This design comes from an exercise in tuning for small area and a short achievable clock period on the open sky130 flow, not from production work.
Function was checked by simulation only, so behaviour that the tests miss may differ from the original.

File: flow/run.sh
#!/bin/bash
# synth_recipe.tcl (not shown) runs the flow's synth.tcl, then flattens the netlist and writes it again
# the make line also repeats each setting of config.mk as NAME=value (left out here)
make -C /OpenROAD-flow-scripts/flow DESIGN_CONFIG=/design/flow/config.mk WORK_HOME=/design/flow/orfs CLKGATE_MAP_FILE= SYNTH_SCRIPT=/design/flow/synth_recipe.tcl finish
File: flow/config.mk
export PLATFORM = sky130hd
export DESIGN_NAME = buck_cv_pi
export DESIGN_NICKNAME = buck_cv_pi
export VERILOG_FILES = /design/flow/design.v
export SDC_FILE = /design/flow/constraint.sdc
export NUM_CORES = 4
export LEC_CHECK = 0
export ABC_AREA = 1
export CAP_MARGIN = 20
export CORE_MARGIN = 2
export CORE_UTILIZATION = 50
export SLEW_MARGIN = 20
export SYNTH_HIERARCHICAL = 1
File: flow/design.v
module buck_cv_pi(clk_sample,rst,Vout_from_buck,Time_on);
input clk_sample;
input rst;                           
input [15:0] Vout_from_buck;
output [9:0] Time_on;
reg [40:0] A;
reg [15:0] vp;
reg rf;
wire [15:0] V = Vout_from_buck;
wire n0, n1;
ha_m un0(.a(V[0]), .b(vp[0]), .s(n0), .co(n1));
wire n2, n3;
ha_m un2(.a(V[1]), .b(vp[1]), .s(n2), .co(n3));
wire n4, n5;
ha_m un4(.a(V[2]), .b(vp[2]), .s(n4), .co(n5));
wire n6, n7;
ha_m un6(.a(V[3]), .b(vp[3]), .s(n6), .co(n7));
wire n8, n9;
ha_m un8(.a(V[4]), .b(vp[4]), .s(n8), .co(n9));
wire n10, n11;
ha_m un10(.a(V[5]), .b(vp[5]), .s(n10), .co(n11));
wire n12, n13;
ha_m un12(.a(V[6]), .b(vp[6]), .s(n12), .co(n13));
wire n14, n15;
ha_m un14(.a(V[7]), .b(vp[7]), .s(n14), .co(n15));
wire n16, n17;
ha_m un16(.a(V[8]), .b(vp[8]), .s(n16), .co(n17));
wire n18, n19;
ha_m un18(.a(V[9]), .b(vp[9]), .s(n18), .co(n19));
wire n20, n21;
ha_m un20(.a(V[10]), .b(vp[10]), .s(n20), .co(n21));
wire n22, n23;
ha_m un22(.a(V[11]), .b(vp[11]), .s(n22), .co(n23));
wire n24, n25;
ha_m un24(.a(V[12]), .b(vp[12]), .s(n24), .co(n25));
wire n26, n27;
ha_m un26(.a(V[13]), .b(vp[13]), .s(n26), .co(n27));
wire n28, n29;
ha_m un28(.a(V[14]), .b(vp[14]), .s(n28), .co(n29));
wire n30, n31;
ha_m un30(.a(V[15]), .b(vp[15]), .s(n30), .co(n31));
wire n32 = n3 | (n2 & n1);
wire n33 = n2 & n0;
wire n34 = n7 | (n6 & n5);
wire n35 = n6 & n4;
wire n36 = n11 | (n10 & n9);
wire n37 = n10 & n8;
wire n38 = n15 | (n14 & n13);
wire n39 = n14 & n12;
wire n40 = n19 | (n18 & n17);
wire n41 = n18 & n16;
wire n42 = n23 | (n22 & n21);
wire n43 = n22 & n20;
wire n44 = n27 | (n26 & n25);
wire n45 = n26 & n24;
wire n46 = n31 | (n30 & n29);
wire n47 = n30 & n28;
wire n48 = n34 | (n35 & n32);
wire n49 = n35 & n33;
wire n50 = n38 | (n39 & n36);
wire n51 = n39 & n37;
wire n52 = n42 | (n43 & n40);
wire n53 = n43 & n41;
wire n54 = n46 | (n47 & n44);
wire n55 = n47 & n45;
wire n56 = n50 | (n51 & n48);
wire n57 = n51 & n49;
wire n58 = n54 | (n55 & n52);
wire n59 = n55 & n53;
wire n60 = n58 | (n59 & n56);
wire n61 = n59 & n57;
wire n62 = n52 | (n53 & n56);
wire n63 = n53 & n57;
wire n64 = n36 | (n37 & n48);
wire n65 = n37 & n49;
wire n66 = n40 | (n41 & n56);
wire n67 = n41 & n57;
wire n68 = n44 | (n45 & n62);
wire n69 = n45 & n63;
wire n70 = n5 | (n4 & n32);
wire n71 = n4 & n33;
wire n72 = n9 | (n8 & n48);
wire n73 = n8 & n49;
wire n74 = n13 | (n12 & n64);
wire n75 = n12 & n65;
wire n76 = n17 | (n16 & n56);
wire n77 = n16 & n57;
wire n78 = n21 | (n20 & n66);
wire n79 = n20 & n67;
wire n80 = n25 | (n24 & n62);
wire n81 = n24 & n63;
wire n82 = n29 | (n28 & n68);
wire n83 = n28 & n69;
wire n84 = 1'b0 | (1'b0 & n60);
wire n85 = 1'b0 & n61;
wire n86 = n0 ^ 1'b0;
wire n87 = n2 ^ n1;
wire n88 = n4 ^ n32;
wire n89 = n6 ^ n70;
wire n90 = n8 ^ n48;
wire n91 = n10 ^ n72;
wire n92 = n12 ^ n64;
wire n93 = n14 ^ n74;
wire n94 = n16 ^ n56;
wire n95 = n18 ^ n76;
wire n96 = n20 ^ n66;
wire n97 = n22 ^ n78;
wire n98 = n24 ^ n62;
wire n99 = n26 ^ n80;
wire n100 = n28 ^ n68;
wire n101 = n30 ^ n82;
wire n102 = 1'b0 ^ n60;
wire [16:0] u = {n102, n101, n100, n99, n98, n97, n96, n95, n94, n93, n92, n91, n90, n89, n88, n87, n86};
wire n103, n104;
ha_m un103(.a(vp[0]), .b(~V[0]), .s(n103), .co(n104));
wire n105, n106;
ha_m un105(.a(vp[1]), .b(~V[1]), .s(n105), .co(n106));
wire n107, n108;
ha_m un107(.a(vp[2]), .b(~V[2]), .s(n107), .co(n108));
wire n109, n110;
ha_m un109(.a(vp[3]), .b(~V[3]), .s(n109), .co(n110));
wire n111, n112;
ha_m un111(.a(vp[4]), .b(~V[4]), .s(n111), .co(n112));
wire n113, n114;
ha_m un113(.a(vp[5]), .b(~V[5]), .s(n113), .co(n114));
wire n115, n116;
ha_m un115(.a(vp[6]), .b(~V[6]), .s(n115), .co(n116));
wire n117, n118;
ha_m un117(.a(vp[7]), .b(~V[7]), .s(n117), .co(n118));
wire n119, n120;
ha_m un119(.a(vp[8]), .b(~V[8]), .s(n119), .co(n120));
wire n121, n122;
ha_m un121(.a(vp[9]), .b(~V[9]), .s(n121), .co(n122));
wire n123, n124;
ha_m un123(.a(vp[10]), .b(~V[10]), .s(n123), .co(n124));
wire n125, n126;
ha_m un125(.a(vp[11]), .b(~V[11]), .s(n125), .co(n126));
wire n127, n128;
ha_m un127(.a(vp[12]), .b(~V[12]), .s(n127), .co(n128));
wire n129, n130;
ha_m un129(.a(vp[13]), .b(~V[13]), .s(n129), .co(n130));
wire n131, n132;
ha_m un131(.a(vp[14]), .b(~V[14]), .s(n131), .co(n132));
wire n133, n134;
ha_m un133(.a(vp[15]), .b(~V[15]), .s(n133), .co(n134));
wire n135 = n104 | (n103 & 1'b1);
wire n136 = n106 | (n105 & n135);
wire n137 = n105 & n103;
wire n138 = n110 | (n109 & n108);
wire n139 = n109 & n107;
wire n140 = n114 | (n113 & n112);
wire n141 = n113 & n111;
wire n142 = n118 | (n117 & n116);
wire n143 = n117 & n115;
wire n144 = n122 | (n121 & n120);
wire n145 = n121 & n119;
wire n146 = n126 | (n125 & n124);
wire n147 = n125 & n123;
wire n148 = n130 | (n129 & n128);
wire n149 = n129 & n127;
wire n150 = n134 | (n133 & n132);
wire n151 = n133 & n131;
wire n152 = n138 | (n139 & n136);
wire n153 = n139 & n137;
wire n154 = n142 | (n143 & n140);
wire n155 = n143 & n141;
wire n156 = n146 | (n147 & n144);
wire n157 = n147 & n145;
wire n158 = n150 | (n151 & n148);
wire n159 = n151 & n149;
wire n160 = n154 | (n155 & n152);
wire n161 = n155 & n153;
wire n162 = n158 | (n159 & n156);
wire n163 = n159 & n157;
wire n164 = n162 | (n163 & n160);
wire n165 = n163 & n161;
wire n166 = n156 | (n157 & n160);
wire n167 = n157 & n161;
wire n168 = n140 | (n141 & n152);
wire n169 = n141 & n153;
wire n170 = n144 | (n145 & n160);
wire n171 = n145 & n161;
wire n172 = n148 | (n149 & n166);
wire n173 = n149 & n167;
wire n174 = n108 | (n107 & n136);
wire n175 = n107 & n137;
wire n176 = n112 | (n111 & n152);
wire n177 = n111 & n153;
wire n178 = n116 | (n115 & n168);
wire n179 = n115 & n169;
wire n180 = n120 | (n119 & n160);
wire n181 = n119 & n161;
wire n182 = n124 | (n123 & n170);
wire n183 = n123 & n171;
wire n184 = n128 | (n127 & n166);
wire n185 = n127 & n167;
wire n186 = n132 | (n131 & n172);
wire n187 = n131 & n173;
wire n188 = 1'b0 | (1'b1 & n164);
wire n189 = 1'b1 & n165;
wire n190 = n103 ^ 1'b1;
wire n191 = n105 ^ n135;
wire n192 = n107 ^ n136;
wire n193 = n109 ^ n174;
wire n194 = n111 ^ n152;
wire n195 = n113 ^ n176;
wire n196 = n115 ^ n168;
wire n197 = n117 ^ n178;
wire n198 = n119 ^ n160;
wire n199 = n121 ^ n180;
wire n200 = n123 ^ n170;
wire n201 = n125 ^ n182;
wire n202 = n127 ^ n166;
wire n203 = n129 ^ n184;
wire n204 = n131 ^ n172;
wire n205 = n133 ^ n186;
wire n206 = 1'b1 ^ n164;
wire [16:0] v = {n206, n205, n204, n203, n202, n201, n200, n199, n198, n197, n196, n195, n194, n193, n192, n191, n190};
wire big = u > 17'd5000;
wire n207, n208;
fa_m un207(.a(u[0]), .b(u[1]), .c(u[0]), .s(n207), .co(n208));
wire n209, n210;
fa_m un209(.a(u[1]), .b(u[2]), .c(n208), .s(n209), .co(n210));
wire n211, n212;
ha_m un211(.a(~A[2]), .b(m5[0]), .s(n211), .co(n212));
wire n213, n214;
fa_m un213(.a(n211), .b(u[2]), .c(u[3]), .s(n213), .co(n214));
wire n215, n216;
fa_m un215(.a(n210), .b(n213), .c(big), .s(n215), .co(n216));
wire n217, n218;
ha_m un217(.a(m5[1]), .b(n212), .s(n217), .co(n218));
wire n219, n220;
fa_m un219(.a(n217), .b(u[3]), .c(u[4]), .s(n219), .co(n220));
wire n221, n222;
fa_m un221(.a(~A[3]), .b(n214), .c(n219), .s(n221), .co(n222));
wire n223, n224;
fa_m un223(.a(~A[4]), .b(m5[2]), .c(n218), .s(n223), .co(n224));
wire n225, n226;
fa_m un225(.a(n223), .b(u[4]), .c(u[5]), .s(n225), .co(n226));
wire n227, n228;
fa_m un227(.a(n220), .b(n225), .c(n222), .s(n227), .co(n228));
wire n229, n230;
ha_m un229(.a(~A[5]), .b(n224), .s(n229), .co(n230));
wire n231, n232;
fa_m un231(.a(n229), .b(u[5]), .c(u[6]), .s(n231), .co(n232));
wire n233, n234;
fa_m un233(.a(n226), .b(n231), .c(~big), .s(n233), .co(n234));
wire n235, n236;
ha_m un235(.a(~A[6]), .b(n230), .s(n235), .co(n236));
wire n237, n238;
fa_m un237(.a(n235), .b(u[6]), .c(u[7]), .s(n237), .co(n238));
wire n239, n240;
fa_m un239(.a(n232), .b(n237), .c(big), .s(n239), .co(n240));
wire n241, n242;
fa_m un241(.a(~A[7]), .b(n236), .c(v[0]), .s(n241), .co(n242));
wire n243, n244;
fa_m un243(.a(u[8]), .b(u[7]), .c(n241), .s(n243), .co(n244));
wire n245, n246;
fa_m un245(.a(n238), .b(n243), .c(n240), .s(n245), .co(n246));
wire n247, n248;
fa_m un247(.a(~A[8]), .b(v[0]), .c(v[1]), .s(n247), .co(n248));
wire n249, n250;
fa_m un249(.a(u[8]), .b(u[9]), .c(n242), .s(n249), .co(n250));
wire n251, n252;
fa_m un251(.a(n247), .b(n244), .c(n249), .s(n251), .co(n252));
wire n253, n254;
ha_m un253(.a(v[1]), .b(v[2]), .s(n253), .co(n254));
wire n255, n256;
fa_m un255(.a(u[9]), .b(u[10]), .c(n248), .s(n255), .co(n256));
wire n257, n258;
fa_m un257(.a(n253), .b(n250), .c(n255), .s(n257), .co(n258));
wire n259, n260;
fa_m un259(.a(A[9]), .b(big), .c(~n252), .s(n259), .co(n260));
wire n261, n262;
fa_m un261(.a(v[2]), .b(v[3]), .c(n254), .s(n261), .co(n262));
wire n263, n264;
fa_m un263(.a(~A[10]), .b(u[10]), .c(u[11]), .s(n263), .co(n264));
wire n265, n266;
fa_m un265(.a(n256), .b(n261), .c(n263), .s(n265), .co(n266));
wire n267, n268;
fa_m un267(.a(big), .b(n258), .c(n265), .s(n267), .co(n268));
wire n269, n270;
ha_m un269(.a(v[3]), .b(v[4]), .s(n269), .co(n270));
wire n271, n272;
fa_m un271(.a(u[12]), .b(u[11]), .c(n269), .s(n271), .co(n272));
wire n273, n274;
fa_m un273(.a(n262), .b(n264), .c(n271), .s(n273), .co(n274));
wire n275, n276;
fa_m un275(.a(~A[11]), .b(n266), .c(n273), .s(n275), .co(n276));
wire n277, n278;
fa_m un277(.a(v[4]), .b(u[12]), .c(v[5]), .s(n277), .co(n278));
wire n279, n280;
fa_m un279(.a(~A[12]), .b(n270), .c(u[13]), .s(n279), .co(n280));
wire n281, n282;
fa_m un281(.a(n277), .b(n272), .c(n279), .s(n281), .co(n282));
wire n283, n284;
fa_m un283(.a(big), .b(n274), .c(n281), .s(n283), .co(n284));
wire n285, n286;
fa_m un285(.a(v[5]), .b(v[6]), .c(u[13]), .s(n285), .co(n286));
wire n287, n288;
fa_m un287(.a(u[14]), .b(n278), .c(n280), .s(n287), .co(n288));
wire n289, n290;
fa_m un289(.a(A[13]), .b(~n285), .c(big), .s(n289), .co(n290));
wire n291, n292;
fa_m un291(.a(n282), .b(n287), .c(~n289), .s(n291), .co(n292));
wire n293, n294;
fa_m un293(.a(v[6]), .b(u[14]), .c(v[7]), .s(n293), .co(n294));
wire n295, n296;
fa_m un295(.a(A[14]), .b(v[0]), .c(~u[15]), .s(n295), .co(n296));
wire n297, n298;
fa_m un297(.a(n286), .b(n293), .c(n288), .s(n297), .co(n298));
wire n299, n300;
fa_m un299(.a(n295), .b(n290), .c(~n297), .s(n299), .co(n300));
wire n301, n302;
fa_m un301(.a(u[16]), .b(v[8]), .c(v[7]), .s(n301), .co(n302));
wire n303, n304;
fa_m un303(.a(A[15]), .b(v[1]), .c(~u[15]), .s(n303), .co(n304));
wire n305, n306;
fa_m un305(.a(n296), .b(big), .c(n303), .s(n305), .co(n306));
wire n307, n308;
fa_m un307(.a(n294), .b(n301), .c(n298), .s(n307), .co(n308));
wire n309, n310;
fa_m un309(.a(n305), .b(n300), .c(~n307), .s(n309), .co(n310));
wire n311 = A[16] ^ v[2];
wire n312 = A[16] | v[2];
wire n313, n314;
fa_m un313(.a(u[16]), .b(v[8]), .c(n311), .s(n313), .co(n314));
wire n315, n316;
fa_m un315(.a(v[9]), .b(n302), .c(n313), .s(n315), .co(n316));
wire n317, n318;
fa_m un317(.a(n304), .b(big), .c(n306), .s(n317), .co(n318));
wire n319, n320;
fa_m un319(.a(n315), .b(~n317), .c(n308), .s(n319), .co(n320));
wire n321, n322;
fa_m un321(.a(A[17]), .b(v[3]), .c(n312), .s(n321), .co(n322));
wire n323, n324;
fa_m un323(.a(v[9]), .b(v[10]), .c(n314), .s(n323), .co(n324));
wire n325, n326;
fa_m un325(.a(~n321), .b(n316), .c(n323), .s(n325), .co(n326));
wire n327, n328;
fa_m un327(.a(n325), .b(~n318), .c(n320), .s(n327), .co(n328));
wire n329 = A[18] ^ v[4];
wire n330 = A[18] | v[4];
wire n331, n332;
fa_m un331(.a(v[10]), .b(n329), .c(v[11]), .s(n331), .co(n332));
wire n333, n334;
fa_m un333(.a(~n322), .b(n331), .c(n324), .s(n333), .co(n334));
wire n335, n336;
fa_m un335(.a(n326), .b(n333), .c(n328), .s(n335), .co(n336));
wire n337 = A[19] ^ v[5];
wire n338 = A[19] | v[5];
wire n339, n340;
fa_m un339(.a(v[12]), .b(v[11]), .c(n337), .s(n339), .co(n340));
wire n341, n342;
fa_m un341(.a(~n330), .b(n332), .c(n339), .s(n341), .co(n342));
wire n343, n344;
fa_m un343(.a(n334), .b(n341), .c(n336), .s(n343), .co(n344));
wire n345 = A[20] ^ v[6];
wire n346 = A[20] | v[6];
wire n347, n348;
fa_m un347(.a(v[12]), .b(v[13]), .c(n345), .s(n347), .co(n348));
wire n349, n350;
fa_m un349(.a(~n338), .b(n340), .c(n347), .s(n349), .co(n350));
wire n351, n352;
fa_m un351(.a(n342), .b(n349), .c(n344), .s(n351), .co(n352));
wire n353 = A[21] ^ v[7];
wire n354 = A[21] | v[7];
wire n355, n356;
fa_m un355(.a(v[13]), .b(v[14]), .c(n353), .s(n355), .co(n356));
wire n357, n358;
fa_m un357(.a(n346), .b(big), .c(~n348), .s(n357), .co(n358));
wire n359, n360;
fa_m un359(.a(n355), .b(~n357), .c(n350), .s(n359), .co(n360));
wire n361 = A[22] ^ v[8];
wire n362 = A[22] | v[8];
wire n363, n364;
fa_m un363(.a(v[14]), .b(n361), .c(v[15]), .s(n363), .co(n364));
wire n365, n366;
fa_m un365(.a(~n354), .b(n356), .c(n363), .s(n365), .co(n366));
wire n367, n368;
fa_m un367(.a(~n358), .b(n365), .c(n360), .s(n367), .co(n368));
wire n369, n370;
fa_m un369(.a(A[23]), .b(v[9]), .c(v[16]), .s(n369), .co(n370));
wire n371, n372;
fa_m un371(.a(n362), .b(~v[15]), .c(n369), .s(n371), .co(n372));
wire n373, n374;
fa_m un373(.a(n364), .b(~n371), .c(n366), .s(n373), .co(n374));
wire n375, n376;
fa_m un375(.a(A[24]), .b(v[10]), .c(v[16]), .s(n375), .co(n376));
wire n377, n378;
fa_m un377(.a(n370), .b(n375), .c(n372), .s(n377), .co(n378));
wire n379 = A[25] ^ v[11];
wire n380 = A[25] | v[11];
wire n381, n382;
fa_m un381(.a(n376), .b(~n379), .c(n378), .s(n381), .co(n382));
wire n383 = A[26] ^ v[12];
wire n384 = A[26] | v[12];
wire n385, n386;
fa_m un385(.a(~n383), .b(n380), .c(n382), .s(n385), .co(n386));
wire n387 = A[27] ^ v[13];
wire n388 = A[27] | v[13];
wire n389, n390;
fa_m un389(.a(n384), .b(~n387), .c(n386), .s(n389), .co(n390));
wire n391 = A[28] ^ v[14];
wire n392 = A[28] | v[14];
wire n393, n394;
fa_m un393(.a(n388), .b(~n391), .c(n390), .s(n393), .co(n394));
wire n395 = A[29] ^ v[15];
wire n396 = A[29] | v[15];
wire n397, n398;
fa_m un397(.a(n392), .b(~n395), .c(n394), .s(n397), .co(n398));
wire n399, n400;
fa_m un399(.a(A[30]), .b(~v[16]), .c(n396), .s(n399), .co(n400));
wire n401 = A[31] ^ n400;
wire n402 = A[31] | n400;
wire n403 = A[32] ^ n402;
wire n404 = A[32] | n402;
wire n405 = A[33] ^ n404;
wire n406 = A[33] | n404;
wire n407 = A[34] ^ n406;
wire n408 = A[34] | n406;
wire n409 = A[35] ^ n408;
wire n410 = A[35] | n408;
wire n411 = A[36] ^ n410;
wire n412 = A[36] | n410;
wire n413 = A[37] ^ n412;
wire n414 = A[37] | n412;
wire n415 = A[38] ^ n414;
wire n416 = A[38] | n414;
wire n417 = A[39] ^ n416;
wire n418 = A[39] | n416;
wire n419 = A[40] ^ n418;
wire n420 = A[40] | n418;
wire n421, n422;
ha_m un421(.a(~big), .b(n207), .s(n421), .co(n422));
wire n423, n424;
fa_m un423(.a(~big), .b(n209), .c(n422), .s(n423), .co(n424));
wire n425 = n215 ^ n424;
wire n426 = n215 | n424;
wire n427, n428;
fa_m un427(.a(n216), .b(n221), .c(n426), .s(n427), .co(n428));
wire n429, n430;
fa_m un429(.a(~big), .b(n227), .c(n428), .s(n429), .co(n430));
wire n431, n432;
fa_m un431(.a(n228), .b(n233), .c(n430), .s(n431), .co(n432));
wire n433 = n234 ^ n239;
wire n434 = n234 | n239;
wire n435 = n246 ^ n251;
wire n436 = n246 | n251;
wire n437, n438;
ha_m un437(.a(~n257), .b(n259), .s(n437), .co(n438));
wire n439, n440;
ha_m un439(.a(n260), .b(~n267), .s(n439), .co(n440));
wire n441 = n268 ^ n275;
wire n442 = n268 | n275;
wire n443 = n276 ^ n283;
wire n444 = n276 | n283;
wire n445 = n284 ^ n291;
wire n446 = n284 | n291;
wire n447, n448;
ha_m un447(.a(~n292), .b(n299), .s(n447), .co(n448));
wire n449, n450;
ha_m un449(.a(n310), .b(~n319), .s(n449), .co(n450));
wire n451 = n352 ^ n359;
wire n452 = n352 | n359;
wire n453 = n368 ^ n373;
wire n454 = n368 | n373;
wire n455, n456;
ha_m un455(.a(~n374), .b(n377), .s(n455), .co(n456));
wire n457, n458;
ha_m un457(.a(n398), .b(n399), .s(n457), .co(n458));
wire n459 = ~n434 | (n433 & ~n432);
wire n460 = 1'b0 | (~n245 & n459);
wire n461 = ~n245 & n433;
wire n462 = n438 | (n437 & ~n436);
wire n463 = n437 & n435;
wire n464 = ~n442 | (n441 & n440);
wire n465 = n441 & n439;
wire n466 = ~n446 | (n445 & ~n444);
wire n467 = n445 & n443;
wire n468 = 1'b0 | (n309 & n448);
wire n469 = n309 & n447;
wire n470 = 1'b0 | (~n327 & n450);
wire n471 = ~n327 & n449;
wire n472 = 1'b0 | (~n343 & 1'b0);
wire n473 = ~n343 & ~n335;
wire n474 = ~n452 | (n451 & 1'b0);
wire n475 = n451 & ~n351;
wire n476 = ~n454 | (n453 & 1'b0);
wire n477 = n453 & ~n367;
wire n478 = 1'b0 | (n381 & n456);
wire n479 = n381 & n455;
wire n480 = 1'b0 | (n389 & 1'b0);
wire n481 = n389 & n385;
wire n482 = 1'b0 | (n397 & 1'b0);
wire n483 = n397 & n393;
wire n484 = 1'b0 | (~n401 & n458);
wire n485 = ~n401 & n457;
wire n486 = 1'b0 | (~n405 & 1'b0);
wire n487 = ~n405 & ~n403;
wire n488 = 1'b0 | (~n409 & 1'b0);
wire n489 = ~n409 & ~n407;
wire n490 = 1'b0 | (~n413 & 1'b0);
wire n491 = ~n413 & ~n411;
wire n492 = 1'b0 | (~n417 & 1'b0);
wire n493 = ~n417 & ~n415;
wire n494 = n462 | (n463 & n460);
wire n495 = n463 & n461;
wire n496 = n466 | (n467 & n464);
wire n497 = n467 & n465;
wire n498 = n470 | (n471 & n468);
wire n499 = n471 & n469;
wire n500 = n474 | (n475 & n472);
wire n501 = n475 & n473;
wire n502 = n478 | (n479 & n476);
wire n503 = n479 & n477;
wire n504 = n482 | (n483 & n480);
wire n505 = n483 & n481;
wire n506 = n486 | (n487 & n484);
wire n507 = n487 & n485;
wire n508 = n490 | (n491 & n488);
wire n509 = n491 & n489;
wire n510 = n496 | (n497 & n494);
wire n511 = n497 & n495;
wire n512 = n500 | (n501 & n498);
wire n513 = n501 & n499;
wire n514 = n504 | (n505 & n502);
wire n515 = n505 & n503;
wire n516 = n508 | (n509 & n506);
wire n517 = n509 & n507;
wire n518 = n512 | (n513 & n510);
wire n519 = n513 & n511;
wire n520 = n516 | (n517 & n514);
wire n521 = n517 & n515;
wire n522 = n520 | (n521 & n518);
wire n523 = n521 & n519;
wire n524 = n514 | (n515 & n518);
wire n525 = n515 & n519;
wire n526 = n498 | (n499 & n510);
wire n527 = n499 & n511;
wire n528 = n502 | (n503 & n518);
wire n529 = n503 & n519;
wire n530 = n506 | (n507 & n524);
wire n531 = n507 & n525;
wire n532 = n464 | (n465 & n494);
wire n533 = n465 & n495;
wire n534 = n468 | (n469 & n510);
wire n535 = n469 & n511;
wire n536 = n472 | (n473 & n526);
wire n537 = n473 & n527;
wire n538 = n476 | (n477 & n518);
wire n539 = n477 & n519;
wire n540 = n480 | (n481 & n528);
wire n541 = n481 & n529;
wire n542 = n484 | (n485 & n524);
wire n543 = n485 & n525;
wire n544 = n488 | (n489 & n530);
wire n545 = n489 & n531;
wire n546 = n492 | (n493 & n522);
wire n547 = n493 & n523;
wire n548 = ~n436 | (n435 & n460);
wire n549 = n435 & n461;
wire n550 = n440 | (n439 & n494);
wire n551 = n439 & n495;
wire n552 = ~n444 | (n443 & n532);
wire n553 = n443 & n533;
wire n554 = n448 | (n447 & n510);
wire n555 = n447 & n511;
wire n556 = n450 | (n449 & n534);
wire n557 = n449 & n535;
wire n558 = 1'b0 | (~n335 & n526);
wire n559 = ~n335 & n527;
wire n560 = 1'b0 | (~n351 & n536);
wire n561 = ~n351 & n537;
wire n562 = 1'b0 | (~n367 & n518);
wire n563 = ~n367 & n519;
wire n564 = n456 | (n455 & n538);
wire n565 = n455 & n539;
wire n566 = 1'b0 | (n385 & n528);
wire n567 = n385 & n529;
wire n568 = 1'b0 | (n393 & n540);
wire n569 = n393 & n541;
wire n570 = n458 | (n457 & n524);
wire n571 = n457 & n525;
wire n572 = 1'b0 | (~n403 & n542);
wire n573 = ~n403 & n543;
wire n574 = 1'b0 | (~n407 & n530);
wire n575 = ~n407 & n531;
wire n576 = 1'b0 | (~n411 & n544);
wire n577 = ~n411 & n545;
wire n578 = 1'b0 | (~n415 & n522);
wire n579 = ~n415 & n523;
wire n580 = 1'b0 | (~n419 & n546);
wire n581 = ~n419 & n547;
wire n582 = n433 ^ ~n432;
wire n583 = ~n245 ^ n459;
wire n584 = n435 ^ n460;
wire n585 = n437 ^ n548;
wire n586 = n439 ^ n494;
wire n587 = n441 ^ n550;
wire n588 = n443 ^ n532;
wire n589 = n445 ^ n552;
wire n590 = n447 ^ n510;
wire n591 = n309 ^ n554;
wire n592 = n449 ^ n534;
wire n593 = ~n327 ^ n556;
wire n594 = ~n335 ^ n526;
wire n595 = ~n343 ^ n558;
wire n596 = ~n351 ^ n536;
wire n597 = n451 ^ n560;
wire n598 = ~n367 ^ n518;
wire n599 = n453 ^ n562;
wire n600 = n455 ^ n538;
wire n601 = n381 ^ n564;
wire n602 = n385 ^ n528;
wire n603 = n389 ^ n566;
wire n604 = n393 ^ n540;
wire n605 = n397 ^ n568;
wire n606 = n457 ^ n524;
wire n607 = ~n401 ^ n570;
wire n608 = ~n403 ^ n542;
wire n609 = ~n405 ^ n572;
wire n610 = ~n407 ^ n530;
wire n611 = ~n409 ^ n574;
wire n612 = ~n411 ^ n544;
wire n613 = ~n413 ^ n576;
wire n614 = ~n415 ^ n522;
wire n615 = ~n417 ^ n578;
wire n616 = ~n419 ^ n546;
wire [40:0] S = {n616, n615, n614, n613, n612, n611, n610, n609, n608, n607, n606, n605, n604, n603, n602, n601, n600, n599, n598, n597, n596, n595, n594, n593, n592, n591, n590, n589, n588, n587, n586, n585, n584, n583, n582, ~n431, ~n429, ~n427, n425, ~n423, ~n421};
wire n617, n618;
fa_m un617(.a(A[5]), .b(A[9]), .c(A[13]), .s(n617), .co(n618));
wire n619, n620;
fa_m un619(.a(A[17]), .b(A[21]), .c(A[25]), .s(n619), .co(n620));
wire n621, n622;
fa_m un621(.a(A[29]), .b(A[33]), .c(A[37]), .s(n621), .co(n622));
wire n623, n624;
fa_m un623(.a(n617), .b(n619), .c(n621), .s(n623), .co(n624));
wire n625, n626;
fa_m un625(.a(A[6]), .b(A[10]), .c(A[14]), .s(n625), .co(n626));
wire n627, n628;
fa_m un627(.a(A[18]), .b(A[22]), .c(A[26]), .s(n627), .co(n628));
wire n629, n630;
fa_m un629(.a(A[30]), .b(A[34]), .c(A[38]), .s(n629), .co(n630));
wire n631, n632;
fa_m un631(.a(n618), .b(n620), .c(n622), .s(n631), .co(n632));
wire n633, n634;
fa_m un633(.a(n625), .b(n627), .c(n629), .s(n633), .co(n634));
wire n635, n636;
fa_m un635(.a(n624), .b(n631), .c(n633), .s(n635), .co(n636));
wire n637, n638;
fa_m un637(.a(A[7]), .b(A[11]), .c(A[15]), .s(n637), .co(n638));
wire n639, n640;
fa_m un639(.a(A[19]), .b(A[23]), .c(A[27]), .s(n639), .co(n640));
wire n641, n642;
fa_m un641(.a(A[31]), .b(A[35]), .c(A[39]), .s(n641), .co(n642));
wire n643, n644;
fa_m un643(.a(n626), .b(n628), .c(n630), .s(n643), .co(n644));
wire n645, n646;
fa_m un645(.a(n637), .b(n639), .c(n641), .s(n645), .co(n646));
wire n647, n648;
fa_m un647(.a(n632), .b(n634), .c(n643), .s(n647), .co(n648));
wire n649, n650;
fa_m un649(.a(n645), .b(n636), .c(n647), .s(n649), .co(n650));
wire n651, n652;
fa_m un651(.a(A[8]), .b(A[12]), .c(A[16]), .s(n651), .co(n652));
wire n653, n654;
fa_m un653(.a(A[20]), .b(A[24]), .c(A[28]), .s(n653), .co(n654));
wire n655, n656;
fa_m un655(.a(A[32]), .b(A[36]), .c(A[40]), .s(n655), .co(n656));
wire n657, n658;
fa_m un657(.a(n638), .b(n640), .c(n642), .s(n657), .co(n658));
wire n659, n660;
fa_m un659(.a(n651), .b(n653), .c(n655), .s(n659), .co(n660));
wire n661, n662;
fa_m un661(.a(n644), .b(n646), .c(n657), .s(n661), .co(n662));
wire n663, n664;
fa_m un663(.a(n659), .b(n648), .c(n661), .s(n663), .co(n664));
wire n665, n666;
fa_m un665(.a(n652), .b(n654), .c(n656), .s(n665), .co(n666));
wire n667, n668;
fa_m un667(.a(n658), .b(n660), .c(n665), .s(n667), .co(n668));
wire n669, n670;
fa_m un669(.a(n623), .b(n662), .c(n667), .s(n669), .co(n670));
wire n671, n672;
fa_m un671(.a(n666), .b(n668), .c(n635), .s(n671), .co(n672));
wire n673, n674;
ha_m un673(.a(n664), .b(n669), .s(n673), .co(n674));
wire n675, n676;
fa_m un675(.a(n670), .b(n671), .c(n674), .s(n675), .co(n676));
wire n677, n678;
fa_m un677(.a(n649), .b(n672), .c(n676), .s(n677), .co(n678));
wire n679, n680;
fa_m un679(.a(n650), .b(n663), .c(n678), .s(n679), .co(n680));
wire [4:0] rs = {n680, n679, n677, n675, n673};
wire [3:0] rho;
localparam [31:0] RHO_T0 = 32'b10010101010101010010101010101010;
assign rho[0] = RHO_T0[rs];
localparam [31:0] RHO_T1 = 32'b00100110011001100100110011001100;
assign rho[1] = RHO_T1[rs];
localparam [31:0] RHO_T2 = 32'b00111000011110000111000011110000;
assign rho[2] = RHO_T2[rs];
localparam [31:0] RHO_T3 = 32'b00111111100000000111111100000000;
assign rho[3] = RHO_T3[rs];
wire [2:0] m5;
localparam [127:0] M5_T0 = 128'b00000000010100101001010010100101001010010100101001010010100101001010010100101001010010100101001010010100101001010010100101001010;
assign m5[0] = M5_T0[{rho, A[4:2]}];
localparam [127:0] M5_T1 = 128'b00000000011000110001100011000110001100011000110001100011000110001100011000110001100011000110001100011000110001100011000110001100;
assign m5[1] = M5_T1[{rho, A[4:2]}];
localparam [127:0] M5_T2 = 128'b00000000100001000010000100001000010000100001000010000100001000010000100001000010000100001000010000100001000010000100001000010000;
assign m5[2] = M5_T2[{rho, A[4:2]}];
wire [4:0] dm24;
localparam [127:0] DM24_T0 = 128'b00000000111110000011111000001111100000111110000011111000001111100000111110000011111000001111100000111110000011111000001111100000;
assign dm24[0] = DM24_T0[{rho, A[4:2]}];
localparam [127:0] DM24_T1 = 128'b00000000111111111100000000001111111111000000000011111111110000000000111111111100000000001111111111000000000011111111110000000000;
assign dm24[1] = DM24_T1[{rho, A[4:2]}];
localparam [127:0] DM24_T2 = 128'b00000000111111111111111111110000000000000000000011111111111111111111000000000000000000001111111111111111111100000000000000000000;
assign dm24[2] = DM24_T2[{rho, A[4:2]}];
localparam [127:0] DM24_T3 = 128'b00000000000000000000000000000000000000000000000011111111111111111111111111111111111111110000000000000000000000000000000000000000;
assign dm24[3] = DM24_T3[{rho, A[4:2]}];
localparam [127:0] DM24_T4 = 128'b00000000111111111111111111111111111111111111111100000000000000000000000000000000000000000000000000000000000000000000000000000000;
assign dm24[4] = DM24_T4[{rho, A[4:2]}];
wire [0:0] hs;
localparam [31:0] HS_T0 = 32'b01110111101110111101110111101110;
assign hs[0] = HS_T0[A[40:36]];
wire [33:0] cc;
localparam [31:0] CC_T0 = 32'b01010011001010010100010010100100;
assign cc[0] = CC_T0[A[40:36]];
localparam [31:0] CC_T1 = 32'b01000111000110001100000110001100;
assign cc[1] = CC_T1[A[40:36]];
localparam [31:0] CC_T2 = 32'b01100100001010101000010011001000;
assign cc[2] = CC_T2[A[40:36]];
localparam [31:0] CC_T3 = 32'b00100011000110011001110001000100;
assign cc[3] = CC_T3[A[40:36]];
localparam [31:0] CC_T4 = 32'b01000101100100010001010101100110;
assign cc[4] = CC_T4[A[40:36]];
localparam [31:0] CC_T5 = 32'b00100011001100110101000100100010;
assign cc[5] = CC_T5[A[40:36]];
localparam [31:0] CC_T6 = 32'b00010111000010110000110100001110;
assign cc[6] = CC_T6[A[40:36]];
localparam [31:0] CC_T7 = 32'b00000000101110110000000011101110;
assign cc[7] = CC_T7[A[40:36]];
localparam [31:0] CC_T8 = 32'b00000000000000001101110111101110;
assign cc[8] = CC_T8[A[40:36]];
localparam [31:0] CC_T9 = 32'b01010010100100101001010010100100;
assign cc[9] = CC_T9[A[40:36]];
localparam [31:0] CC_T10 = 32'b01100011000110001100010100101000;
assign cc[10] = CC_T10[A[40:36]];
localparam [31:0] CC_T11 = 32'b01110100000110110000010111000000;
assign cc[11] = CC_T11[A[40:36]];
localparam [31:0] CC_T12 = 32'b00100101001100101001000101001010;
assign cc[12] = CC_T12[A[40:36]];
localparam [31:0] CC_T13 = 32'b01000110001000110001100110001100;
assign cc[13] = CC_T13[A[40:36]];
localparam [31:0] CC_T14 = 32'b00100010101010101000100010101010;
assign cc[14] = CC_T14[A[40:36]];
localparam [31:0] CC_T15 = 32'b01000100100010001100110011001100;
assign cc[15] = CC_T15[A[40:36]];
localparam [31:0] CC_T16 = 32'b01110000101100001101000011100000;
assign cc[16] = CC_T16[A[40:36]];
localparam [31:0] CC_T17 = 32'b01110111000000001101110100000000;
assign cc[17] = CC_T17[A[40:36]];
localparam [31:0] CC_T18 = 32'b01110111101110110000000000000000;
assign cc[18] = CC_T18[A[40:36]];
localparam [31:0] CC_T19 = 32'b00100101001010010100100101001010;
assign cc[19] = CC_T19[A[40:36]];
localparam [31:0] CC_T20 = 32'b00010100101000110001100011000110;
assign cc[20] = CC_T20[A[40:36]];
localparam [31:0] CC_T21 = 32'b00000011101000001101100000101110;
assign cc[21] = CC_T21[A[40:36]];
localparam [31:0] CC_T22 = 32'b01010010100010010100110010100100;
assign cc[22] = CC_T22[A[40:36]];
localparam [31:0] CC_T23 = 32'b00110001100110001100010001100010;
assign cc[23] = CC_T23[A[40:36]];
localparam [31:0] CC_T24 = 32'b01010101000100010101010101000100;
assign cc[24] = CC_T24[A[40:36]];
localparam [31:0] CC_T25 = 32'b00110011001100110001000100100010;
assign cc[25] = CC_T25[A[40:36]];
localparam [31:0] CC_T26 = 32'b00000111000010110000110100001110;
assign cc[26] = CC_T26[A[40:36]];
localparam [31:0] CC_T27 = 32'b00000000101110110000000011101110;
assign cc[27] = CC_T27[A[40:36]];
localparam [31:0] CC_T28 = 32'b00000000000000001101110111101110;
assign cc[28] = CC_T28[A[40:36]];
localparam [31:0] CC_T29 = 32'b01010010100100101001010010100100;
assign cc[29] = CC_T29[A[40:36]];
localparam [31:0] CC_T30 = 32'b01100011000110001100010100101000;
assign cc[30] = CC_T30[A[40:36]];
localparam [31:0] CC_T31 = 32'b01110100000110110000010111000000;
assign cc[31] = CC_T31[A[40:36]];
localparam [31:0] CC_T32 = 32'b00100101001100101001000101001010;
assign cc[32] = CC_T32[A[40:36]];
localparam [31:0] CC_T33 = 32'b01000110001000110001100110001100;
assign cc[33] = CC_T33[A[40:36]];
wire [9:0] k30;
localparam [31:0] K30_T0 = 32'b00000000000000000000000000000000;
assign k30[0] = K30_T0[A[40:36]];
localparam [31:0] K30_T1 = 32'b01011010110100101001011010110100;
assign k30[1] = K30_T1[A[40:36]];
localparam [31:0] K30_T2 = 32'b00111001110011100111000110001100;
assign k30[2] = K30_T2[A[40:36]];
localparam [31:0] K30_T3 = 32'b00000111110000011111000001111100;
assign k30[3] = K30_T3[A[40:36]];
localparam [31:0] K30_T4 = 32'b11111111110000000000111111111100;
assign k30[4] = K30_T4[A[40:36]];
localparam [31:0] K30_T5 = 32'b01011010111011010110100101001000;
assign k30[5] = K30_T5[A[40:36]];
localparam [31:0] K30_T6 = 32'b10011100111100011000111001110000;
assign k30[6] = K30_T6[A[40:36]];
localparam [31:0] K30_T7 = 32'b11100000111111100000111110000000;
assign k30[7] = K30_T7[A[40:36]];
localparam [31:0] K30_T8 = 32'b00000000111111111111000000000000;
assign k30[8] = K30_T8[A[40:36]];
localparam [31:0] K30_T9 = 32'b11111111000000000000000000000000;
assign k30[9] = K30_T9[A[40:36]];
wire [4:0] th0;
localparam [31:0] TH0_T0 = 32'b10100110110100101000100101001000;
assign th0[0] = TH0_T0[A[40:36]];
localparam [31:0] TH0_T1 = 32'b10011110001100011000011100111000;
assign th0[1] = TH0_T1[A[40:36]];
localparam [31:0] TH0_T2 = 32'b01111110000011111000000011111000;
assign th0[2] = TH0_T2[A[40:36]];
localparam [31:0] TH0_T3 = 32'b00000001111111111000000000000111;
assign th0[3] = TH0_T3[A[40:36]];
localparam [31:0] TH0_T4 = 32'b00000000000000000111111111111111;
assign th0[4] = TH0_T4[A[40:36]];
wire [4:0] th1;
localparam [31:0] TH1_T0 = 32'b01011011001011010110011010110100;
assign th1[0] = TH1_T0[A[40:36]];
localparam [31:0] TH1_T1 = 32'b11000111000111001110000110001100;
assign th1[1] = TH1_T1[A[40:36]];
localparam [31:0] TH1_T2 = 32'b00111111000000111110000001111100;
assign th1[2] = TH1_T2[A[40:36]];
localparam [31:0] TH1_T3 = 32'b00000000111111111110000000000011;
assign th1[3] = TH1_T3[A[40:36]];
localparam [31:0] TH1_T4 = 32'b00000000000000000001111111111111;
assign th1[4] = TH1_T4[A[40:36]];
wire gx0 = A[2] & 1'b1;
wire gy0 = A[2] | 1'b1;
wire ge1 = cc[0] ? gx0 : gy0;
wire gx1 = A[3] & ge1;
wire gy1 = A[3] | ge1;
wire ge2 = cc[1] ? gx1 : gy1;
wire gx2 = A[4] & ge2;
wire gy2 = A[4] | ge2;
wire ge3 = cc[2] ? gx2 : gy2;
wire gx3 = A[5] & ge3;
wire gy3 = A[5] | ge3;
wire ge4 = cc[3] ? gx3 : gy3;
wire gx4 = A[6] & ge4;
wire gy4 = A[6] | ge4;
wire ge5 = cc[4] ? gx4 : gy4;
wire gx5 = A[7] & ge5;
wire gy5 = A[7] | ge5;
wire ge6 = cc[5] ? gx5 : gy5;
wire gx6 = A[8] & ge6;
wire gy6 = A[8] | ge6;
wire ge7 = cc[6] ? gx6 : gy6;
wire gx7 = A[9] & ge7;
wire gy7 = A[9] | ge7;
wire ge8 = cc[7] ? gx7 : gy7;
wire gx8 = A[10] & ge8;
wire gy8 = A[10] | ge8;
wire ge9 = cc[8] ? gx8 : gy8;
wire gx9 = A[11] & ge9;
wire gy9 = A[11] | ge9;
wire ge10 = cc[9] ? gx9 : gy9;
wire gx10 = A[12] & ge10;
wire gy10 = A[12] | ge10;
wire ge11 = cc[10] ? gx10 : gy10;
wire gx11 = A[13] & ge11;
wire gy11 = A[13] | ge11;
wire ge12 = cc[11] ? gx11 : gy11;
wire gx12 = A[14] & ge12;
wire gy12 = A[14] | ge12;
wire ge13 = cc[12] ? gx12 : gy12;
wire gx13 = A[15] & ge13;
wire gy13 = A[15] | ge13;
wire ge14 = cc[13] ? gx13 : gy13;
wire gx14 = A[16] & ge14;
wire gy14 = A[16] | ge14;
wire ge15 = cc[14] ? gx14 : gy14;
wire gx15 = A[17] & ge15;
wire gy15 = A[17] | ge15;
wire ge16 = cc[15] ? gx15 : gy15;
wire gx16 = A[18] & ge16;
wire gy16 = A[18] | ge16;
wire ge17 = cc[16] ? gx16 : gy16;
wire gx17 = A[19] & ge17;
wire gy17 = A[19] | ge17;
wire ge18 = cc[17] ? gx17 : gy17;
wire gx18 = A[20] & ge18;
wire gy18 = A[20] | ge18;
wire ge19 = cc[18] ? gx18 : gy18;
wire gx19 = A[21] & ge19;
wire gy19 = A[21] | ge19;
wire ge20 = cc[19] ? gx19 : gy19;
wire gx20 = A[22] & ge20;
wire gy20 = A[22] | ge20;
wire ge21 = cc[20] ? gx20 : gy20;
wire gx21 = A[23] & ge21;
wire gy21 = A[23] | ge21;
wire ge22 = cc[21] ? gx21 : gy21;
wire gx22 = A[24] & ge22;
wire gy22 = A[24] | ge22;
wire ge23 = cc[22] ? gx22 : gy22;
wire gx23 = A[25] & ge23;
wire gy23 = A[25] | ge23;
wire ge24 = cc[23] ? gx23 : gy23;
wire gx24 = A[26] & ge24;
wire gy24 = A[26] | ge24;
wire ge25 = cc[24] ? gx24 : gy24;
wire gx25 = A[27] & ge25;
wire gy25 = A[27] | ge25;
wire ge26 = cc[25] ? gx25 : gy25;
wire gx26 = A[28] & ge26;
wire gy26 = A[28] | ge26;
wire ge27 = cc[26] ? gx26 : gy26;
wire gx27 = A[29] & ge27;
wire gy27 = A[29] | ge27;
wire ge28 = cc[27] ? gx27 : gy27;
wire gx28 = A[30] & ge28;
wire gy28 = A[30] | ge28;
wire ge29 = cc[28] ? gx28 : gy28;
wire gx29 = A[31] & ge29;
wire gy29 = A[31] | ge29;
wire ge30 = cc[29] ? gx29 : gy29;
wire gx30 = A[32] & ge30;
wire gy30 = A[32] | ge30;
wire ge31 = cc[30] ? gx30 : gy30;
wire gx31 = A[33] & ge31;
wire gy31 = A[33] | ge31;
wire ge32 = cc[31] ? gx31 : gy31;
wire gx32 = A[34] & ge32;
wire gy32 = A[34] | ge32;
wire ge33 = cc[32] ? gx32 : gy32;
wire gx33 = A[35] & ge33;
wire gy33 = A[35] | ge33;
wire ge = cc[33] ? gx33 : gy33;
wire g = hs[0] & ge;
wire t = dm24 >= (g ? th1 : th0);
wire n681, n682;
fa_m un681(.a(~A[5]), .b(k30[0]), .c(rho[0]), .s(n681), .co(n682));
wire n683, n684;
fa_m un683(.a(~A[6]), .b(k30[1]), .c(rho[1]), .s(n683), .co(n684));
wire n685, n686;
fa_m un685(.a(n682), .b(n683), .c(g), .s(n685), .co(n686));
wire n687, n688;
fa_m un687(.a(~A[7]), .b(k30[2]), .c(rho[2]), .s(n687), .co(n688));
wire n689, n690;
fa_m un689(.a(n684), .b(n687), .c(g), .s(n689), .co(n690));
wire n691, n692;
fa_m un691(.a(~A[8]), .b(k30[3]), .c(rho[3]), .s(n691), .co(n692));
wire n693, n694;
fa_m un693(.a(n688), .b(n691), .c(g), .s(n693), .co(n694));
wire n695, n696;
ha_m un695(.a(A[9]), .b(A[5]), .s(n695), .co(n696));
wire n697, n698;
fa_m un697(.a(~n695), .b(k30[4]), .c(rho[0]), .s(n697), .co(n698));
wire n699, n700;
fa_m un699(.a(n692), .b(n697), .c(g), .s(n699), .co(n700));
wire n701, n702;
fa_m un701(.a(A[10]), .b(A[6]), .c(n696), .s(n701), .co(n702));
wire n703, n704;
fa_m un703(.a(~n701), .b(k30[5]), .c(rho[1]), .s(n703), .co(n704));
wire n705, n706;
fa_m un705(.a(n698), .b(n703), .c(n700), .s(n705), .co(n706));
wire n707, n708;
fa_m un707(.a(A[11]), .b(A[7]), .c(n702), .s(n707), .co(n708));
wire n709, n710;
fa_m un709(.a(k30[6]), .b(~n707), .c(rho[2]), .s(n709), .co(n710));
wire n711, n712;
fa_m un711(.a(n704), .b(n709), .c(n706), .s(n711), .co(n712));
wire n713, n714;
fa_m un713(.a(A[12]), .b(A[8]), .c(n708), .s(n713), .co(n714));
wire n715, n716;
fa_m un715(.a(k30[7]), .b(~n713), .c(rho[3]), .s(n715), .co(n716));
wire n717, n718;
fa_m un717(.a(n710), .b(n715), .c(n712), .s(n717), .co(n718));
wire n719, n720;
ha_m un719(.a(A[13]), .b(A[9]), .s(n719), .co(n720));
wire n721, n722;
fa_m un721(.a(A[5]), .b(n719), .c(~k30[8]), .s(n721), .co(n722));
wire n723, n724;
fa_m un723(.a(n714), .b(n721), .c(~rho[0]), .s(n723), .co(n724));
wire n725, n726;
fa_m un725(.a(n716), .b(~n723), .c(n718), .s(n725), .co(n726));
wire n727, n728;
fa_m un727(.a(A[14]), .b(A[10]), .c(A[6]), .s(n727), .co(n728));
wire n729, n730;
fa_m un729(.a(n720), .b(n727), .c(~k30[9]), .s(n729), .co(n730));
wire n731, n732;
fa_m un731(.a(n722), .b(n729), .c(~rho[1]), .s(n731), .co(n732));
wire n733, n734;
fa_m un733(.a(n724), .b(n731), .c(~n726), .s(n733), .co(n734));
wire n735, n736;
ha_m un735(.a(t), .b(n681), .s(n735), .co(n736));
wire n737, n738;
ha_m un737(.a(n686), .b(n689), .s(n737), .co(n738));
wire n739, n740;
ha_m un739(.a(n690), .b(n693), .s(n739), .co(n740));
wire n741, n742;
ha_m un741(.a(n694), .b(n699), .s(n741), .co(n742));
wire n743 = n736 | (n735 & 1'b1);
wire n744 = 1'b0 | (n685 & n743);
wire n745 = n685 & n735;
wire n746 = n740 | (n739 & n738);
wire n747 = n739 & n737;
wire n748 = 1'b0 | (n705 & n742);
wire n749 = n705 & n741;
wire n750 = 1'b0 | (n717 & 1'b0);
wire n751 = n717 & n711;
wire n752 = 1'b0 | (~n733 & 1'b0);
wire n753 = ~n733 & n725;
wire n754 = n746 | (n747 & n744);
wire n755 = n747 & n745;
wire n756 = n750 | (n751 & n748);
wire n757 = n751 & n749;
wire n758 = n756 | (n757 & n754);
wire n759 = n757 & n755;
wire n760 = n748 | (n749 & n754);
wire n761 = n749 & n755;
wire n762 = n752 | (n753 & n758);
wire n763 = n753 & n759;
wire n764 = n738 | (n737 & n744);
wire n765 = n737 & n745;
wire n766 = n742 | (n741 & n754);
wire n767 = n741 & n755;
wire n768 = 1'b0 | (n711 & n760);
wire n769 = n711 & n761;
wire n770 = 1'b0 | (n725 & n758);
wire n771 = n725 & n759;
wire n772 = n735 ^ 1'b1;
wire n773 = n685 ^ n743;
wire n774 = n737 ^ n744;
wire n775 = n739 ^ n764;
wire n776 = n741 ^ n754;
wire n777 = n705 ^ n766;
wire n778 = n711 ^ n760;
wire n779 = n717 ^ n768;
wire n780 = n725 ^ n758;
wire n781 = ~n733 ^ n770;
wire [9:0] T = {n781, n780, n779, n778, n777, n776, n775, n774, n773, n772};
assign Time_on = rf ? 10'd200 : T;
always @(posedge clk_sample) begin
  if (rst) begin
    A  <= 41'd0;
    vp <= 16'd2500;
    rf <= 1'b1;
  end else begin
    A  <= S;
    vp <= V;
    rf <= 1'b0;
  end
end
endmodule
module fa_m(input a, input b, input c, output s, output co);
assign s = a ^ b ^ c;
assign co = (a & b) | (a & c) | (b & c);
endmodule
module ha_m(input a, input b, output s, output co);
assign s = a ^ b;
assign co = a & b;
endmodule
File: flow/constraint.sdc
create_clock -name core_clock -period 175.0 [get_ports {clk_sample}]
set_input_delay 35.0000 -clock core_clock [delete_from_list [all_inputs] [get_ports {clk_sample}]]
set_output_delay 35.0000 -clock core_clock [all_outputs]
set_load 0.01 [all_outputs]
==> run notes <==
flip-flops by register name (all words and copies together), names as in the netlist:
register,count
vp,16
A,39
rf,1
worst min-delay path: cells and delay by family (launching register included):
family	cells	cell delay (ns)
and+or+nand+nor	1	0.07
buffers and inverters	1	0.08
adders and majority gates	1	0.16
DFF	1	0.36
xor gates and xnor gates	1	0.07
modules after synthesis, one instance, submodules excluded:
module | cells inside | flops+latches | cell area [sq um]
buck_cv_pi | 1126 | 56 | 6780
fa_m | 1 | 0 | 20.0
ha_m | 1 | 0 | 12.5
worst min-delay path by stage:
stage,from,to,depth (start not counted)
3_5_place_dp,A[33],A[33],4
4_1_cts,A[33],A[33],4
3_3_place_gp,A[33],A[33],4
6_report,A[33],A[33],4
5_1_grt,A[33],A[33],4
2_1_floorplan,A[33],A[33],4
cell families after synthesis:
| group | count (synthesis) | synth area share, % |
|---|---|---|
| buffers and inverters | 283 | 10.6 |
| AND/OR/NAND/NOR | 449 | 18.0 |
| XOR/XNOR | 27 | 2.31 |
| flip-flops | 56 | 11.0 |
| AO/OA/AOI/OAI | 218 | 12.8 |
| adder cells (fa/ha/maj) | 284 | 45.3 |
| other | 1 | 0.0366 |
layout by cell type, fill, tap and decap left out, drive strengths merged, types with 2 or more instances in the layout:
cell type / n
a211oi: 2
nor3: 10
o31ai: 3
a22o: 3
xnor2: 15
clkdlybuf4s50: 26
nand3: 48
a32oi: 5
o221ai: 6
fa: 144
o21ai: 71
o21a: 4
a22oi: 6
a221oi: 4
buf: 10
or2: 14
a31oi: 4
nand4: 3
nand2: 217
o22ai: 16
clkinv: 2
o311ai: 2
clkbuf: 6
nor2: 150
a21oi: 65
o211ai: 14
and3: 4
inv: 252
xor2: 12
ha: 140
dfxtp: 56
o21bai: 5
final cells by class:
class                   instances  area, sq um  area share (%)
multi-input cells             979         8040            73.6
clock inverters                 2         13.8           0.126
clock buffers                   6          139            1.27
repair buffers                 36          333            3.04
flip-flops and latches         56         1120            10.3
well taps                     270          338            3.09
inverters                     252          946            8.65
routing by layer:
| metal | up-vias | global-route usage [%] | routed length [um] |
|---|---|---|---|
| met5 | - | 0 | 0 |
| met4 | 0 | 6.78 | 640 |
| met3 | 48 | 2.89 | 1470 |
| met2 | 291 | 43.0 | 12500 |
| met1 | 4049 | 34.4 | 11700 |
| li1 | 4231 | - | - |
cell usage after synthesis (all sizes together) (2+ instances only):
cell type	instances	share of area [%]
o21bai	5	0.37
a31oi	4	0.24
o211ai	14	1.0
o22ai	16	0.98
buf	8	0.50
nand3	48	2.4
a21oi	65	3.2
nor3	10	0.49
and3	4	0.24
or2	14	0.86
a22o	3	0.26
o31ai	3	0.22
o221ai	6	0.51
o311ai	2	0.17
nor2	150	5.5
clkbuf	23	0.84
a22oi	6	0.44
inv	251	9.2
o21ai	71	3.5
a32oi	5	0.43
ha	140	17
o21a	4	0.29
dfxtp	56	11
xor2	12	1.0
nand4	3	0.18
fa	144	28
a221oi	4	0.34
a211oi	2	0.15
nand2	217	8.1
xnor2	15	1.3
per-stage QoR:
stage               area [sq um]  hold slack [ns]  util [%]
CTS                        10900            0.769      54.2
global route               10900            0.803      54.2
finish                     10900            0.764      54.2
global placement           10800            0.746      53.4
detailed placement         10800            0.753      53.4
floorplan                  10200            0.688         -
==> metrics.md <==
| Metric | Value |
|---|---|
| Clk sinks | `56` |
| Yosys reg bits | `between 50 and 60` |
| PortBufs | `27` |
| Delay of the slowest cell on the worst path | `0.53 ns` |
| Initial Util | `50.8%` |
| Crit path max-delay cell type | `fa_1` |
| TritonCTS buffer count | `5` |
| Kind of critical path | `reg -> out` |
| Critical path startpoint | `A[40]` |
| Vias | `~8600` |
| Ys async rst share | `0%` |
| YS warnings | `7` |
| Worst Path Max Fanout | `between 40 and 50` |
| Final net count | `1632` |
| Die Ht | `about 150 um` |
| Final Critical Period | `about 45 ns` |
| Final WS setup | `130.25 ns` |
| # DRC | `0` |
| Worst r2r dst | `A[39]` |
| Routability cong. | `around 0.94` |
| Maximum clock frequency | `approximately 22 MHz` |
| CP Launch Type | `flop` |
| Max_cap viols | `0` |
| Post_cts resized | `0` |
| Final Hold Viols | `0` |
| DRT Wirelength | `around 26000 um` |
| Crit path max-delay family | `adder cells` |
| Num rows | `between 50 and 60` |
| CP Data Arrival Time | `slightly below 10 ns` |
| Fraction of layout cells with a size suffix above 1 | `3.31%` |
| TNS Setup | `0 ns` |
| Placed cell count | `1593` |
| Outcome | `no timing/DRC/antenna violations` |
| Buffer count from post-CTS setup fixing | `0` |
| Stages on worst setup path | `between 40 and 50` |
| Worst min path class | `reg -> reg` |
| Crit path buf inv count | `8` |
| Clock slew at reported path FFs | `~0.07 ns` |
| Register area share after synthesis | `between 10% and 20%` |
| Initial antenna violation count | `0` |
| Hold buffers post-CTS | `0` |
| CP endpoint kind | `output port` |
| Final Instance Count excl. Fillers | `between 1500 and 2000` |
| Area of the mapped netlist | `0.0102 sq mm` |
| Vias per cell | `between 5 and 6` |
| Clock latency on the worst-skew pair | `0.31 ns` |
| Die area | `0.0216 sq mm` |
| Global-route wire length before repair | `between 40000 and 50000 um` |
| Worst slew pin tran | `approximately 0.75 ns` |
| I/O Pins | `28` |
| CTS tree | `done` |
| Core area | `0.0202 sq mm` |
| Crit-path most repeated cell | `fa_1` |
| Cells after Synth | `approximately 1300` |
| Ys flop type | `dfxtp_1` |
| Pre-antenna DRT Iters | `7` |
| Place WS | `about 130 ns` |
| # fillers | `between 2000 and 2500` |
| Initial DRC count | `629` |
| Largest net degree at the start of global routing | `51` |
| Required @ worst endpoint | `between 100 and 150 ns` |
| Area Growth Syn to Fin | `6.77%` |
| Synth cell types | `between 50 and 60` |
| RSZ-0062 raised after global routing | `no` |
| Die Wd | `around 150 um` |
| Worst Skew | `roughly 0.012 ns` |
| Max clock buf depth | `2` |
| Antenna diodes | `0` |
| Critical path capture point | `Time_on[9]` |
| Vias in the first global route | `around 8500` |
| R2R Setup Slk | `between 150 and 200 ns` |
| Fin. max-slew vios | `0` |
| Total gr overflow | `0` |
| Final ANT Viol Nets | `0` |
| Hpwl dp | `about 22000 um` |
| EDFF count, synth | `0` |
| H-tree levels | `2` |
| Relative slew slack | `about half` |
| Setup Viol. Count Final | `0` |
| Routed len/inst | `roughly 16 um` |
| Clock Tree Root | `clkbuf_16` |
| Syn Nets | `1620` |
| Final worst-path cycle share | `roughly a quarter` |
| Syn avg cell area | `~7.8 sq um` |
| Tot GR Track Use | `between 20% and 30%` |
| RR Startpoint | `A[40]` |
| R2R depth | `60` |

==> afterwards: timing with drivers on the ports <==
The results above use ideal ports. As a check the final layout listed here was re-extracted and re-timed, cells and wires unchanged. Step 1 (the two cells are an assumption about what drives the block):
set clk [get_ports {clk_sample}]
set_driving_cell -lib_cell sky130_fd_sc_hd__clkbuf_16 $clk
set_driving_cell -lib_cell sky130_fd_sc_hd__buf_2 [delete_from_list [all_inputs] $clk]
Step 2, shift: input delay + t, output delay - t, t = (earliest + latest rising clock arrival at the registers) / 2. This alone moves slack from input paths to output paths. Slacks: ideal ports / drivers / drivers and shift; pairs: ideal ports / drivers.
t (ns): 0.344
slack for setup (ns): 130.253 / 130.211 / 130.555
worst setup path after step 2: register to output
worst register clock-pin slew, ns: 0.08 / 0.08
worst data-port slew with drivers (ns): 0.04
After both steps setup and hold are still met in this run. The setup slack of this run moves by -0.042 ns with the drivers and by +0.302 ns with both steps.
